This is an optimization exercise on Yosys and OpenROAD, whose aim is small area, not a production implementation.
At most, simulation tests tie the RTL to the original design; equivalence was not proved.
Power figures rest on the tool's default switching activity, not on a simulated workload.

==> inputs of harbor <==
// p_1d
module p_1d(
	input clk, input rst,
	input [0:7] a_11, input [0:7] b_11,
	input [0:7] a_12, input [0:7] b_12,
	input [0:7] a_21, input [0:7] b_21,
	input [0:7] a_22, input [0:7] b_22,
	output [0:16] c_11,
	output [0:16] c_12,
	output [0:16] c_21,
	output [0:16] c_22
	);
export LEC_CHECK = 0
export CAP_MARGIN = 0
export CORE_MARGIN = 2
export CORE_UTILIZATION = 70
export CTS_BUF_LIST = sky130_fd_sc_hd__clkbuf_4 sky130_fd_sc_hd__clkbuf_8
export CTS_CLUSTER_DIAMETER = 100
export CTS_CLUSTER_SIZE = 30
export GPL_TIMING_DRIVEN = 0
export SLEW_MARGIN = 0
export SYNTH_HIERARCHICAL = 1
create_clock -name core_clock -period 7.0 [get_ports {clk}]
standard.sh (not shown) runs the stock make flow with config.mk's settings and CLKGATE_MAP_FILE= SYNTH_SCRIPT=/design/flow/synth_recipe.tcl, a recipe that flattens the netlist after the stock synthesis.
==> flow/flow/run.sh <==
#!/bin/bash
# Own layout flow: the standard flow (standard.sh, unchanged synthesis)
# with smaller port buffers, a leaner clock tree (no dummy loads), the ABC
# buffers left to the resizer, and the delay cells kept out of the resizer's
# choices. The make output goes to flow_standard.log; ORFS keeps each step's
# own log under orfs/logs/.
set -euo pipefail
# appended to the platform's own DONT_USE_CELLS list by its config.mk
export DONT_USE_CELLS="sky130_fd_sc_hd__clkdlybuf4s15_1 sky130_fd_sc_hd__clkdlybuf4s15_2 sky130_fd_sc_hd__clkdlybuf4s18_1 sky130_fd_sc_hd__clkdlybuf4s18_2 sky130_fd_sc_hd__clkdlybuf4s25_1 sky130_fd_sc_hd__clkdlybuf4s25_2 sky130_fd_sc_hd__clkdlybuf4s50_1 sky130_fd_sc_hd__clkdlybuf4s50_2 sky130_fd_sc_hd__dlygate4sd1_1 sky130_fd_sc_hd__dlygate4sd2_1 sky130_fd_sc_hd__dlygate4sd3_1 sky130_fd_sc_hd__dlymetal6s2s_1 sky130_fd_sc_hd__dlymetal6s4s_1 sky130_fd_sc_hd__dlymetal6s6s_1"
bash standard.sh \
  "BUFFER_PORTS_ARGS=-buffer_cell sky130_fd_sc_hd__buf_1" \
  "CTS_ARGS=-sink_clustering_enable -repair_clock_nets -sink_clustering_size 10 -sink_clustering_max_diameter 60 -buf_list {sky130_fd_sc_hd__clkbuf_4 sky130_fd_sc_hd__clkbuf_8} -dont_use_dummy_load" \
  REMOVE_ABC_BUFFERS=1 MATCH_CELL_FOOTPRINT=0 \
  finish > flow_standard.log 2>&1
==> yarrow: changes against harbor <==
--- a/flow/design.v
+++ b/flow/design.v
@@ -93,46 +93,47 @@
 	fa un151 (.a(n116), .b(n118), .c(n120), .s(n151), .co(n152));
 	fa un153 (.a(n122), .b(n143), .c(n145), .s(n153), .co(n154));
 	fa un155 (.a(n147), .b(n149), .c(n124), .s(n155), .co(n156));
 	fa un157 (.a(n126), .b(n128), .c(n151), .s(n157), .co(n158));
 	fa un159 (.a(n153), .b(n130), .c(n155), .s(n159), .co(n160));
 	fa un161 (.a(n132), .b(n157), .c(n134), .s(n161), .co(n162));
 	fa un163 (.a(n159), .b(n136), .c(n161), .s(n163), .co(n164));
 	fa un165 (.a(n138), .b(n163), .c(n140), .s(n165), .co(n166));
-	fa un167 (.a(~(x1[3] & y1[7])), .b(~(x1[4] & y1[6])), .c(~(x1[5] & y1[5])), .s(n167), .co(n168));
-	fa un169 (.a(~(x1[6] & y1[4])), .b(~(x1[7] & y1[3])), .c(~(x2[3] & y2[7])), .s(n169), .co(n170));
-	fa un171 (.a(~(x2[4] & y2[6])), .b(~(x2[5] & y2[5])), .c(~(x2[6] & y2[4])), .s(n171), .co(n172));
-	fa un173 (.a(~(x2[7] & y2[3])), .b(n144), .c(n146), .s(n173), .co(n174));
-	fa un175 (.a(n148), .b(n150), .c(n167), .s(n175), .co(n176));
-	fa un177 (.a(n169), .b(n171), .c(n152), .s(n177), .co(n178));
-	fa un179 (.a(n154), .b(n173), .c(n175), .s(n179), .co(n180));
-	fa un181 (.a(n156), .b(n177), .c(n158), .s(n181), .co(n182));
-	fa un183 (.a(n179), .b(n160), .c(n181), .s(n183), .co(n184));
-	fa un185 (.a(n162), .b(n183), .c(n164), .s(n185), .co(n186));
-	fa un187 (.a(~(x1[4] & y1[7])), .b(~(x1[5] & y1[6])), .c(~(x1[6] & y1[5])), .s(n187), .co(n188));
-	fa un189 (.a(~(x1[7] & y1[4])), .b(~(x2[4] & y2[7])), .c(~(x2[5] & y2[6])), .s(n189), .co(n190));
-	fa un191 (.a(~(x2[6] & y2[5])), .b(~(x2[7] & y2[4])), .c(n168), .s(n191), .co(n192));
-	fa un193 (.a(n170), .b(n172), .c(n187), .s(n193), .co(n194));
-	fa un195 (.a(n189), .b(n174), .c(n176), .s(n195), .co(n196));
-	fa un197 (.a(n191), .b(n193), .c(n178), .s(n197), .co(n198));
-	fa un199 (.a(n180), .b(n195), .c(n197), .s(n199), .co(n200));
-	fa un201 (.a(n182), .b(n199), .c(n184), .s(n201), .co(n202));
-	fa un203 (.a(~(x1[5] & y1[7])), .b(~(x1[6] & y1[6])), .c(~(x1[7] & y1[5])), .s(n203), .co(n204));
-	fa un205 (.a(~(x2[5] & y2[7])), .b(~(x2[6] & y2[6])), .c(~(x2[7] & y2[5])), .s(n205), .co(n206));
-	fa un207 (.a(n188), .b(n190), .c(n203), .s(n207), .co(n208));
-	fa un209 (.a(n205), .b(n192), .c(n194), .s(n209), .co(n210));
-	fa un211 (.a(n207), .b(n196), .c(n209), .s(n211), .co(n212));
-	fa un213 (.a(n198), .b(n211), .c(n200), .s(n213), .co(n214));
-	fa un215 (.a(~(x1[6] & y1[7])), .b(~(x1[7] & y1[6])), .c(~(x2[6] & y2[7])), .s(n215), .co(n216));
-	fa un217 (.a(~(x2[7] & y2[6])), .b(n204), .c(n206), .s(n217), .co(n218));
-	fa un219 (.a(n215), .b(n208), .c(n217), .s(n219), .co(n220));
-	fa un221 (.a(n210), .b(n219), .c(n212), .s(n221), .co(n222));
-	fa un223 (.a(~(x1[7] & y1[7])), .b(~(x2[7] & y2[7])), .c(n216), .s(n223), .co(n224));
-	fa un225 (.a(n218), .b(n223), .c(n220), .s(n225), .co(n226));
+	wire n168 = n142 | n165;
+	fa un169 (.a(~(x1[3] & y1[7])), .b(~(x1[4] & y1[6])), .c(~(x1[5] & y1[5])), .s(n169), .co(n170));
+	fa un171 (.a(~(x1[6] & y1[4])), .b(~(x1[7] & y1[3])), .c(~(x2[3] & y2[7])), .s(n171), .co(n172));
+	fa un173 (.a(~(x2[4] & y2[6])), .b(~(x2[5] & y2[5])), .c(~(x2[6] & y2[4])), .s(n173), .co(n174));
+	fa un175 (.a(~(x2[7] & y2[3])), .b(n144), .c(n146), .s(n175), .co(n176));
+	fa un177 (.a(n148), .b(n150), .c(n169), .s(n177), .co(n178));
+	fa un179 (.a(n171), .b(n173), .c(n152), .s(n179), .co(n180));
+	fa un181 (.a(n154), .b(n175), .c(n177), .s(n181), .co(n182));
+	fa un183 (.a(n156), .b(n179), .c(n158), .s(n183), .co(n184));
+	fa un185 (.a(n181), .b(n160), .c(n183), .s(n185), .co(n186));
+	fa un187 (.a(n162), .b(n185), .c(n164), .s(n187), .co(n188));
+	fa un189 (.a(~(x1[4] & y1[7])), .b(~(x1[5] & y1[6])), .c(~(x1[6] & y1[5])), .s(n189), .co(n190));
+	fa un191 (.a(~(x1[7] & y1[4])), .b(~(x2[4] & y2[7])), .c(~(x2[5] & y2[6])), .s(n191), .co(n192));
+	fa un193 (.a(~(x2[6] & y2[5])), .b(~(x2[7] & y2[4])), .c(n170), .s(n193), .co(n194));
+	fa un195 (.a(n172), .b(n174), .c(n189), .s(n195), .co(n196));
+	fa un197 (.a(n191), .b(n176), .c(n178), .s(n197), .co(n198));
+	fa un199 (.a(n193), .b(n195), .c(n180), .s(n199), .co(n200));
+	fa un201 (.a(n182), .b(n197), .c(n199), .s(n201), .co(n202));
+	fa un203 (.a(n184), .b(n201), .c(n186), .s(n203), .co(n204));
+	fa un205 (.a(~(x1[5] & y1[7])), .b(~(x1[6] & y1[6])), .c(~(x1[7] & y1[5])), .s(n205), .co(n206));
+	fa un207 (.a(~(x2[5] & y2[7])), .b(~(x2[6] & y2[6])), .c(~(x2[7] & y2[5])), .s(n207), .co(n208));
+	fa un209 (.a(n190), .b(n192), .c(n205), .s(n209), .co(n210));
+	fa un211 (.a(n207), .b(n194), .c(n196), .s(n211), .co(n212));
+	fa un213 (.a(n209), .b(n198), .c(n211), .s(n213), .co(n214));
+	fa un215 (.a(n200), .b(n213), .c(n202), .s(n215), .co(n216));
+	fa un217 (.a(~(x1[6] & y1[7])), .b(~(x1[7] & y1[6])), .c(~(x2[6] & y2[7])), .s(n217), .co(n218));
+	fa un219 (.a(~(x2[7] & y2[6])), .b(n206), .c(n208), .s(n219), .co(n220));
+	fa un221 (.a(n217), .b(n210), .c(n219), .s(n221), .co(n222));
+	fa un223 (.a(n212), .b(n221), .c(n214), .s(n223), .co(n224));
+	fa un225 (.a(~(x1[7] & y1[7])), .b(~(x2[7] & y2[7])), .c(n218), .s(n225), .co(n226));
+	fa un227 (.a(n220), .b(n225), .c(n222), .s(n227), .co(n228));
 	xo ux0 (.a(~(x1[0] & y1[0])), .b(~(x2[0] & y2[0])), .r(rst), .o(o[0]));
 	assign t[0] = 1'b0;
 	assign t[1] = n5;
 	xo ux2 (.a(n6), .b(n11), .r(rst), .o(o[2]));
 	assign t[2] = 1'b0;
 	xo ux3 (.a(n14), .b(n23), .r(rst), .o(o[3]));
 	assign t[3] = 1'b0;
 	xo ux4 (.a(n26), .b(n39), .r(rst), .o(o[4]));
@@ -140,45 +141,44 @@
 	xo ux5 (.a(n42), .b(n59), .r(rst), .o(o[5]));
 	assign t[5] = 1'b0;
 	xo ux6 (.a(n62), .b(n83), .r(rst), .o(o[6]));
 	assign t[6] = 1'b0;
 	xo ux7 (.a(n86), .b(n111), .r(rst), .o(o[7]));
 	assign t[7] = 1'b0;
 	xo ux8 (.a(n114), .b(n139), .r(rst), .o(o[8]));
 	assign t[8] = 1'b0;
+	xo ux9 (.a(n142), .b(n165), .r(rst), .o(o[9]));
+	assign t[9] = 1'b0;
 	assign o[1] = ~(t[1] | rst);
-	assign o[9] = ~(t[9] | rst);
 	assign o[10] = ~(t[10] | rst);
 	assign o[11] = ~(t[11] | rst);
 	assign o[12] = ~(t[12] | rst);
 	assign o[13] = ~(t[13] | rst);
 	assign o[14] = ~(t[14] | rst);
 	assign o[15] = ~(t[15] | rst);
 	assign o[16] = ~(t[16] | rst);
-	wire [7:0] x = {1'b1, n224, n225, n221, n213, n201, n185, n165};
-	wire [7:0] y = {1'b1, n226, n222, n214, n202, n186, n166, 1'b1};
-	wire ci = n142;
-	wire [7:0] s;
-	assign t[16:9] = s;
-	wire [8:0] g, p;
-	wire [7:0] hp;
+	wire [6:0] x = {1'b1, n226, n227, n223, n215, n203, n187};
+	wire [6:0] y = {1'b1, n228, n224, n216, n204, n188, n166};
+	wire ci = n168;
+	wire [6:0] s;
+	assign t[16:10] = s;
+	wire [7:0] g, p;
+	wire [6:0] hp;
 	assign g[0] = ci;
 	assign p[0] = 1'b0;
-	assign hp[0] = ~x[0];
-	assign g[1] = x[0];
+	ha ug0 (.a(x[0]), .b(y[0]), .s(hp[0]), .co(g[1]));
 	ha ug1 (.a(x[1]), .b(y[1]), .s(hp[1]), .co(g[2]));
 	ha ug2 (.a(x[2]), .b(y[2]), .s(hp[2]), .co(g[3]));
 	ha ug3 (.a(x[3]), .b(y[3]), .s(hp[3]), .co(g[4]));
 	ha ug4 (.a(x[4]), .b(y[4]), .s(hp[4]), .co(g[5]));
 	ha ug5 (.a(x[5]), .b(y[5]), .s(hp[5]), .co(g[6]));
-	ha ug6 (.a(x[6]), .b(y[6]), .s(hp[6]), .co(g[7]));
-	assign hp[7] = 1'b0;
-	assign g[8] = 1'b1;
-	assign p[8:1] = hp;
+	assign hp[6] = 1'b0;
+	assign g[7] = 1'b1;
+	assign p[7:1] = hp;
 	wire G1 = g[1] | (p[1] & g[0]);
 	wire P1 = p[1] & p[0];
 	wire G2 = g[3] | (p[3] & g[2]);
 	wire P2 = p[3] & p[2];
 	wire G3 = g[5] | (p[5] & g[4]);
 	wire P3 = p[5] & p[4];
 	wire G4 = g[7] | (p[7] & g[6]);
 	wire P4 = p[7] & p[6];
@@ -191,26 +191,23 @@
 	wire G8 = G3 | (P3 & G5);
 	wire P8 = P3 & P5;
 	wire G9 = g[2] | (p[2] & G1);
 	wire P9 = p[2] & P1;
 	wire G10 = g[4] | (p[4] & G5);
 	wire P10 = p[4] & P5;
 	wire G11 = g[6] | (p[6] & G8);
 	wire P11 = p[6] & P8;
-	wire G12 = g[8] | (p[8] & G7);
-	wire P12 = p[8] & P7;
 	assign s[0] = hp[0] ^ g[0];
 	assign s[1] = hp[1] ^ G1;
 	assign s[2] = hp[2] ^ G9;
 	assign s[3] = hp[3] ^ G5;
 	assign s[4] = hp[4] ^ G10;
 	assign s[5] = hp[5] ^ G8;
 	assign s[6] = hp[6] ^ G11;
-	assign s[7] = hp[7] ^ G7;
 endmodule
 module p_1d(
 	input clk, input rst,
 	input [0:7] a_11, input [0:7] b_11,
 	input [0:7] a_12, input [0:7] b_12,
 	input [0:7] a_21, input [0:7] b_21,
 	input [0:7] a_22, input [0:7] b_22,
 	output [0:16] c_11,
==> flow/flow/run.sh (replaced) <==
#!/bin/bash
# Own layout flow: the standard flow (standard.sh, unchanged synthesis)
# with smaller port buffers, a leaner clock tree (no dummy loads), the ABC
# buffers left to the resizer, and the delay cells kept out of the resizer's
# choices. The make output goes to flow_standard.log; ORFS keeps each step's
# own log under orfs/logs/.
set -euo pipefail
# appended to the platform's own DONT_USE_CELLS list by its config.mk
export DONT_USE_CELLS="sky130_fd_sc_hd__clkdlybuf4s15_1 sky130_fd_sc_hd__clkdlybuf4s15_2 sky130_fd_sc_hd__clkdlybuf4s18_1 sky130_fd_sc_hd__clkdlybuf4s18_2 sky130_fd_sc_hd__clkdlybuf4s25_1 sky130_fd_sc_hd__clkdlybuf4s25_2 sky130_fd_sc_hd__clkdlybuf4s50_1 sky130_fd_sc_hd__clkdlybuf4s50_2 sky130_fd_sc_hd__dlygate4sd1_1 sky130_fd_sc_hd__dlygate4sd2_1 sky130_fd_sc_hd__dlygate4sd3_1 sky130_fd_sc_hd__dlymetal6s2s_1 sky130_fd_sc_hd__dlymetal6s4s_1 sky130_fd_sc_hd__dlymetal6s6s_1"
bash standard.sh \
  "BUFFER_PORTS_ARGS=-buffer_cell sky130_fd_sc_hd__buf_1" \
  "CTS_ARGS=-sink_clustering_enable -repair_clock_nets -sink_clustering_size 30 -sink_clustering_max_diameter 100 -buf_list {sky130_fd_sc_hd__clkbuf_4 sky130_fd_sc_hd__clkbuf_8} -dont_use_dummy_load" \
  REMOVE_ABC_BUFFERS=1 MATCH_CELL_FOOTPRINT=0 \
  finish > flow_standard.log 2>&1
==> umber: changes against harbor <==
==> flow/flow/run.sh (replaced) <==
#!/bin/bash
# Own layout flow: the standard flow (standard.sh, unchanged synthesis)
# with smaller port buffers, a leaner clock tree (no dummy loads), the ABC
# buffers left to the resizer, and the delay cells kept out of the resizer's
# choices. The make output goes to flow_standard.log; ORFS keeps each step's
# own log under orfs/logs/.
set -euo pipefail
# appended to the platform's own DONT_USE_CELLS list by its config.mk
export DONT_USE_CELLS="sky130_fd_sc_hd__clkdlybuf4s15_1 sky130_fd_sc_hd__clkdlybuf4s15_2 sky130_fd_sc_hd__clkdlybuf4s18_1 sky130_fd_sc_hd__clkdlybuf4s18_2 sky130_fd_sc_hd__clkdlybuf4s25_1 sky130_fd_sc_hd__clkdlybuf4s25_2 sky130_fd_sc_hd__clkdlybuf4s50_1 sky130_fd_sc_hd__clkdlybuf4s50_2 sky130_fd_sc_hd__dlygate4sd1_1 sky130_fd_sc_hd__dlygate4sd2_1 sky130_fd_sc_hd__dlygate4sd3_1 sky130_fd_sc_hd__dlymetal6s2s_1 sky130_fd_sc_hd__dlymetal6s4s_1 sky130_fd_sc_hd__dlymetal6s6s_1"
bash standard.sh \
  "BUFFER_PORTS_ARGS=-buffer_cell sky130_fd_sc_hd__buf_1" \
  "CTS_ARGS=-sink_clustering_enable -repair_clock_nets -sink_clustering_size 30 -sink_clustering_max_diameter 100 -buf_list {sky130_fd_sc_hd__clkbuf_4 sky130_fd_sc_hd__clkbuf_8} -dont_use_dummy_load" \
  REMOVE_ABC_BUFFERS=1 MATCH_CELL_FOOTPRINT=0 \
  finish > flow_standard.log 2>&1
- CORE_UTILIZATION: 70 -> 65
==> notes <==
- umber passed the timing, design-rule and antenna checks. yarrow finished with timing, DRC and antenna clean. harbor produced a clean layout.
- In combinational power, umber and harbor hardly differ.
- Total power is about the same in harbor and umber.
- Design area: harbor is lower than yarrow (about 2.5%).
- The lowest cell count belongs to yarrow, the highest to umber.
- Setup slack: harbor > umber > yarrow.
- Sequential power is about the same in umber and harbor.
- In clock-buffer cell count, yarrow and umber do not differ.
- Hold slack, highest first: umber, harbor, yarrow.
- Of harbor and umber, umber has the higher routed wire length (gap about 0.7%, measured against umber).
- In flip-flop and latch count, harbor and yarrow do not differ.
No functional check of the RTL was part of yarrow.

port drivers added, routing unchanged:
No port has a modelled driver above. Below, the same layouts with a new extraction and two added sets of constraints.
Step 1 assumes that a clkbuf_16 drives the clock port and a buf_2 every other input.
Step 2 also shifts input and output timing later by t, the mid clock arrival at the registers, as if the neighbouring blocks saw the same clock.
Slacks: no drivers / after step 1 / after step 2; pairs: no drivers / after step 1.
| run | shift t [ns] | setup slack, ns | worst hold slack (ns) | worst setup path at the end | worst data-port slew with drivers (ns) |
|---|---|---|---|---|---|
| harbor | 0.418 | 0.215 / 0.234 / -0.185 | 1.473 / 1.451 / 1.791 | input to register | 0.05 |
| yarrow | 0.412 | 0.120 / 0.110 / -0.302 | 1.415 / 1.418 / 1.791 | input to register | 0.08 |
| umber | 0.414 | 0.194 / 0.211 / -0.203 | 1.475 / 1.454 / 1.795 | input to register | 0.04 |
Met with ideal ports but missed after step 2: setup timing in every run listed. For yarrow, which loses most, drivers alone change the setup slack by -0.010 ns; drivers and shift together by -0.422 ns.
